This is an optimization exercise on Yosys and OpenROAD, whose aim is small area, not a production implementation.
Only simulation tests tie the RTL to the original design; equivalence was not proved.
The clock input has no modelled driver; a real chip could not lean on it and would need a root buffer or a full tree.
Power is estimated from default activity; no workload was simulated.

run A:
Design top, start of the top module:
module top (
    input clk,
    input rst,
    output [5:0] led,
    output uartTx,
    input uartRx,
    input btn
);
Size: about 440 cells after synthesis, roughly 49 flip-flops, ~11 I/O pins, roughly 0.0029 mm2 of cells after synthesis.
make LEC_CHECK=0 ABC_AREA=1 CAP_MARGIN=20 CORE_MARGIN=2 CORE_UTILIZATION=40 SLEW_MARGIN=20 finish   # period 10.0 ns
run.sh (not shown) runs the stock make flow with config.mk's settings and CLKGATE_MAP_FILE= SYNTH_SCRIPT=/design/flow/synth_recipe.tcl, a recipe that flattens the netlist after the stock synthesis.
--- input diff run A..run B ---
Settings: a deleted ABC_AREA that had been 1.
Of the two values seen for leading cell type in the layout, fill and taps excluded, nand2_1 was produced by run A and dfxtp_1 by run B. Run B vs. run A: final instance area has increased, vertical die dimension rose 1.6 um. Sequential share of layout area (higher): run A. Synthesized cell count sits lower in run B than in run A. Comparing part of the cycle the worst path needs for run B and run A, the bigger number came from run A. In the tables for run B and run A, compound-gate portion of the synthesized area reads lower with run A. The arrival time of the worst setup path of run B is lower than that of run A. Setup slack: run B more than run A. Diff run A..run B | total of hold buffers inserted after clock tree synthesis | unchanged. Across both runs, total detailed-routing wirelength was higher for run B than for run A.
Modified inputs, run C compared to run B
Settings: putting ABC_AREA at 1 where nothing was set.
==> flow/flow/run.sh (new file) <==
#!/bin/bash
# Standard ORFS layout, with the combinational logic of the standard synthesis re-mapped by an
# area-oriented ABC script (flow/area.abc) before floorplanning. Registers are left untouched.
set -euo pipefail
W=$(pwd)
R=$W/orfs/results/$FLOW_PLATFORM/top/base
LIB=$FLOW_HOME/platforms/$FLOW_PLATFORM/lib/sky130_fd_sc_hd__tt_025C_1v80.lib

bash standard.sh synth > $W/standard_synth.log 2>&1
cp $R/1_2_yosys.v $W/1_2_yosys.std.v
REMAP_LIB=$LIB REMAP_NET=$W/1_2_yosys.std.v REMAP_ABC=$W/flow/area.abc \
  REMAP_STAT=$W/remap_stat.txt REMAP_OUT=$W/1_2_yosys.remap.v \
  yosys -c $W/flow/remap.tcl > $W/remap.log 2>&1
cp $W/1_2_yosys.remap.v $R/1_2_yosys.v
rm -f $R/1_synth.odb $R/1_synth.sdc
bash standard.sh > $W/standard_finish.log 2>&1
==> flow/flow/area.abc (new file) <==
strash
dch -f
map -a
topo
==> flow/flow/remap.tcl (new file) <==
# Re-map the combinational logic of the standard synthesis with an area-oriented ABC script.
# Registers (and every other sequential cell) are kept as they are, under their names.
set lib $::env(REMAP_LIB)
set net $::env(REMAP_NET)
set script $::env(REMAP_ABC)
yosys read_liberty -ignore_miss_func $lib
yosys read_verilog $net
yosys hierarchy -top top
yosys setattr -mod -set keep_hierarchy 1 =sky130_fd_sc_hd__df*
yosys flatten
yosys opt -purge
yosys abc -script $script -liberty $lib -dont_use *lpflow* -dont_use *probe*
yosys opt_clean -purge
yosys hilomap -singleton -hicell sky130_fd_sc_hd__conb_1 HI -locell sky130_fd_sc_hd__conb_1 LO
yosys insbuf -buf sky130_fd_sc_hd__buf_4 A X
yosys splitnets
yosys opt_clean -purge
yosys tee -o $::env(REMAP_STAT) stat -liberty $lib
yosys write_verilog -noattr -noexpr -nohex -nodec -selected $::env(REMAP_OUT).full
yosys select top
yosys write_verilog -noattr -noexpr -nohex -nodec -selected $::env(REMAP_OUT)
==> flow/standard.sh (new file) <==
#!/bin/bash
# synth_recipe.tcl (not shown) runs the flow's synth.tcl, then flattens the netlist and writes it again
# the make line also repeats each setting of config.mk as NAME=value (left out here)
make -C /OpenROAD-flow-scripts/flow DESIGN_CONFIG=/design/flow/config.mk WORK_HOME=/design/flow/orfs CLKGATE_MAP_FILE= SYNTH_SCRIPT=/design/flow/synth_recipe.tcl "${@:-finish}"
removed: flow/run.sh
==> comparison <==
The flow did not stop early for run C: all stages ran, and the layout cleared the timing, design-rule and antenna checks. In the tables for run B and run C, total power reads higher with run B. Total non-filler cell area in the finished layout improves in run C relative to run B. Changes observed in run C relative to run B: floorplan row count lost 9.7%, worst-case register-to-register setup slack moved down, combinational group share of total power saw a decrease, sum of routed wire length over all layers lower, relative slew slack picked up an extra 12 points. Going from run B to run C, hold slack increased 0.0045 ns, proportion of cell area occupied by registers increased 5.8 points, non-clock buffering overhead in the final layout increased 0.59 points, utilization increased 1.7 points.

========
before:
Another version of the RTL of top (not shown whole).
Size: roughly 11 I/O pins.
==> flow/config.mk <==
export PLATFORM = sky130hd
export DESIGN_NAME = top
export DESIGN_NICKNAME = top
export VERILOG_FILES = /design/flow/design.v
export SDC_FILE = /design/flow/constraint.sdc
export NUM_CORES = 4
export LEC_CHECK = 0
export ABC_AREA = 1
export CAP_MARGIN = 0
export CORE_MARGIN = 2
export CORE_UTILIZATION = 40
export GPL_TIMING_DRIVEN = 0
export SLEW_MARGIN = 0
==> flow/constraint.sdc <==
create_clock -name core_clock -period 10.0 [get_ports {clk}]
set_input_delay 2.0000 -clock core_clock [delete_from_list [all_inputs] [get_ports {clk}]]
set_output_delay 2.0000 -clock core_clock [all_outputs]
set_load 0.01 [all_outputs]
standard.sh (not shown) runs the stock make flow with config.mk's settings and CLKGATE_MAP_FILE= SYNTH_SCRIPT=/design/flow/synth_recipe.tcl, a recipe that flattens the netlist after the stock synthesis.
==> flow/flow/run.sh <==
#!/bin/bash
# Standard ORFS layout, with the combinational logic of the standard synthesis re-mapped by
# area-oriented ABC scripts (flow/s*.abc; the smallest result is kept) before floorplanning.
# Registers are left untouched. After CTS, the clock tree is trimmed (flow/flatclk.tcl). flow/make_args holds extra make variables for the layout steps,
# one per line.
set -euo pipefail
W=$(pwd)
R=$W/orfs/results/$FLOW_PLATFORM/top/base
LIB=$FLOW_HOME/platforms/$FLOW_PLATFORM/lib/sky130_fd_sc_hd__tt_025C_1v80.lib

bash standard.sh synth > $W/standard_synth.log 2>&1
cp $R/1_2_yosys.v $W/1_2_yosys.std.v
remap() {
  n=$(basename $1 .abc)
  REMAP_LIB=$LIB REMAP_NET=$W/1_2_yosys.std.v REMAP_ABC=$1 \
    REMAP_STAT=$W/remap_stat_$n.txt REMAP_OUT=$W/1_2_yosys.remap_$n.v \
    yosys -c $W/flow/remap.tcl > $W/remap_$n.log 2>&1 || true
}
export -f remap; export W LIB
ls $W/flow/s*.abc | xargs -P ${NUM_CORES:-4} -I{} bash -c 'remap {}'
best=""; best_area=""
for s in $W/flow/s*.abc; do
  n=$(basename $s .abc)
  [[ -f $W/remap_stat_$n.txt ]] || continue
  a=$(awk '/Chip area for module/ {print $NF}' $W/remap_stat_$n.txt | head -1)
  echo "$n $a" >> $W/remap_areas.txt
  if [[ -z "$best" ]] || awk "BEGIN{exit !($a < $best_area)}"; then best=$n; best_area=$a; fi
done
echo "chosen $best $best_area" >> $W/remap_areas.txt
cp $W/1_2_yosys.remap_$best.v $R/1_2_yosys.v
rm -f $R/1_synth.odb $R/1_synth.sdc
ARGS=()
if [[ -f $W/flow/make_args ]]; then
  while IFS= read -r line; do [[ -n "$line" ]] && ARGS+=("$line"); done < $W/flow/make_args
fi
bash standard.sh "${ARGS[@]}" cts > $W/standard_cts.log 2>&1
# a smaller clock tree than CTS builds (see flow/flatclk.tcl)
FLATCLK_IN=$R/4_cts.odb FLATCLK_OUT=$W/4_cts.flat.odb FLATCLK_ROOT=$(cat $W/flow/flatclk_root) FLATCLK_LEAVES=$(cat $W/flow/flatclk_leaves) \
  openroad -no_init -exit $W/flow/flatclk.tcl > $W/flatclk.log 2>&1
cp $W/4_cts.flat.odb $R/4_cts.odb
bash standard.sh "${ARGS[@]}" finish > $W/standard_finish.log 2>&1
==> flow/flow/flatclk_root <==
sky130_fd_sc_hd__clkbuf_1
==> flow/flow/s1.abc <==
strash
&get -n
&deepsyn -J 300 -S 1 -T 300
&put
dch -f
amap
topo
==> flow/flow/s2.abc <==
strash
&get -n
&deepsyn -J 300 -S 2 -T 300
&put
dch -f
amap
topo
==> flow/flow/s3.abc <==
strash
&get -n
&deepsyn -J 300 -S 3 -T 300
&put
dch -f
amap
topo
==> flow/flow/s4.abc <==
strash
&get -n
&deepsyn -J 300 -S 4 -T 300
&put
dch -f
amap
topo
==> flow/flow/s5.abc <==
strash
&get -n
&deepsyn -J 300 -S 5 -T 300
&put
dch -f
amap
topo
==> flow/flow/s6.abc <==
strash
&get -n
&deepsyn -J 300 -S 6 -T 300
&put
dch -f
amap
topo
==> flow/flow/s7.abc <==
strash
&get -n
&deepsyn -J 300 -S 7 -T 300
&put
dch -f
amap
topo
==> flow/flow/s8.abc <==
strash
&get -n
&deepsyn -J 300 -S 8 -T 300
&put
dch -f
amap
topo
==> flow/flow/s9.abc <==
strash
&get -n
&deepsyn -J 300 -S 9 -T 300
&put
dch -f
map -a
topo
Other scripts of this flow, unchanged in this note and not shown: flow/flow/flatclk.tcl, flow/flow/flatclk_leaves, flow/flow/make_args, flow/flow/remap.tcl
Both conditions hold for before: the flow ran to the end and the final layout passed the timing, design-rule and antenna checks.
Changes in after relative to before:
# before
export LEC_CHECK = 0
export ABC_AREA = 1
export CAP_MARGIN = 0
export CORE_MARGIN = 2
export CORE_UTILIZATION = 40
export GPL_TIMING_DRIVEN = 0
export SLEW_MARGIN = 0
create_clock -name core_clock -period 10.0 [get_ports {clk}]
# after
export LEC_CHECK = 0
export ABC_AREA = 1
export CAP_MARGIN = 0
export CORE_MARGIN = 2
export CORE_UTILIZATION = 40
export SLEW_MARGIN = 0
create_clock -name core_clock -period 10.0 [get_ports {clk}]
==> flow/flow/flatclk_root <==
sky130_fd_sc_hd__clkbuf_2
==> flow/flow/s1.abc <==
strash
&get -n
&deepsyn -T 30 -S 1
&put
dch -f
amap
topo
==> flow/flow/s2.abc <==
strash
&get -n
&deepsyn -T 30 -S 2
&put
dch -f
amap
topo
==> flow/flow/s3.abc <==
strash
&get -n
&deepsyn -T 30 -S 3
&put
dch -f
amap
topo
==> flow/flow/s4.abc <==
strash
&get -n
&deepsyn -T 30 -S 4
&put
dch -f
amap
topo
==> flow/flow/s5.abc <==
strash
&get -n
&deepsyn -T 30 -S 5
&put
dch -f
amap
topo
==> flow/flow/s6.abc <==
strash
&get -n
&deepsyn -T 30 -S 6
&put
dch -f
amap
topo
==> flow/flow/s7.abc <==
strash
&get -n
&deepsyn -T 30 -S 7
&put
dch -f
amap
topo
==> flow/flow/s8.abc <==
strash
&get -n
&deepsyn -T 30 -S 8
&put
dch -f
amap
topo
==> flow/flow/s9.abc <==
strash
&get -n
&deepsyn -T 30 -S 9
&put
dch -f
map -a
topo
Findings:
after vs before: total via count after detailed routing up by a little under 10%
Any difference in area overhead of the layout relative to synthesis between before and after is small enough to ignore.
In the tables for before and after, clock network latency to the later pin of the worst-skew pair reads higher with before.
after leaves more setup margin than before.
after did not stop at any stage, and its layout met the timing, design-rule and antenna checks.
Met1 wire length (after vs. before) decreases slightly
before and after ended up with roughly the same global-route usage.
The starting density of the core in after sits 0.63 points above the value recorded for before.
Sequential share of layout area (after over before): decrease, 0.83 points
| highest ir drop seen on vdd | lower: before |
Diff before -> after: count of clock-buffer cells in the layout flat, worst hold slack after final layout ~0 delta.

==> separate check: timing with driven ports <==
The results above use ideal ports. As a check the final layouts listed here were re-extracted and re-timed, cells and wires unchanged. Step 1 sets driving cells, clkbuf_16 on the clock port and buf_2 on the other inputs (assumed; they add their load-dependent delay and slew). Step 2, shift: input delay + t, output delay - t, t = (earliest + latest rising clock arrival at the registers) / 2. This alone moves slack from input paths to output paths. a / b / c = ideal ports / drivers / drivers and shift; a / b = the first two.
run	t, ns	setup slack, ns	worst hold slack (ns)	worst setup path at the end
run A	0.323	5.808 / 5.779 / 6.102	0.416 / 0.416 / 0.416	register to output
run B	0.322	5.837 / 5.809 / 6.131	0.417 / 0.417 / 0.417	register to output
run C	0.332	6.136 / 6.104 / 6.435	0.421 / 0.421 / 0.421	register to output
before	0.445	6.290 / 6.264 / 6.529	0.388 / 0.388 / 0.388	register to register
after	0.358	6.566 / 6.541 / 6.890	0.387 / 0.387 / 0.387	input to register
After both steps setup and hold are still met in every run listed.
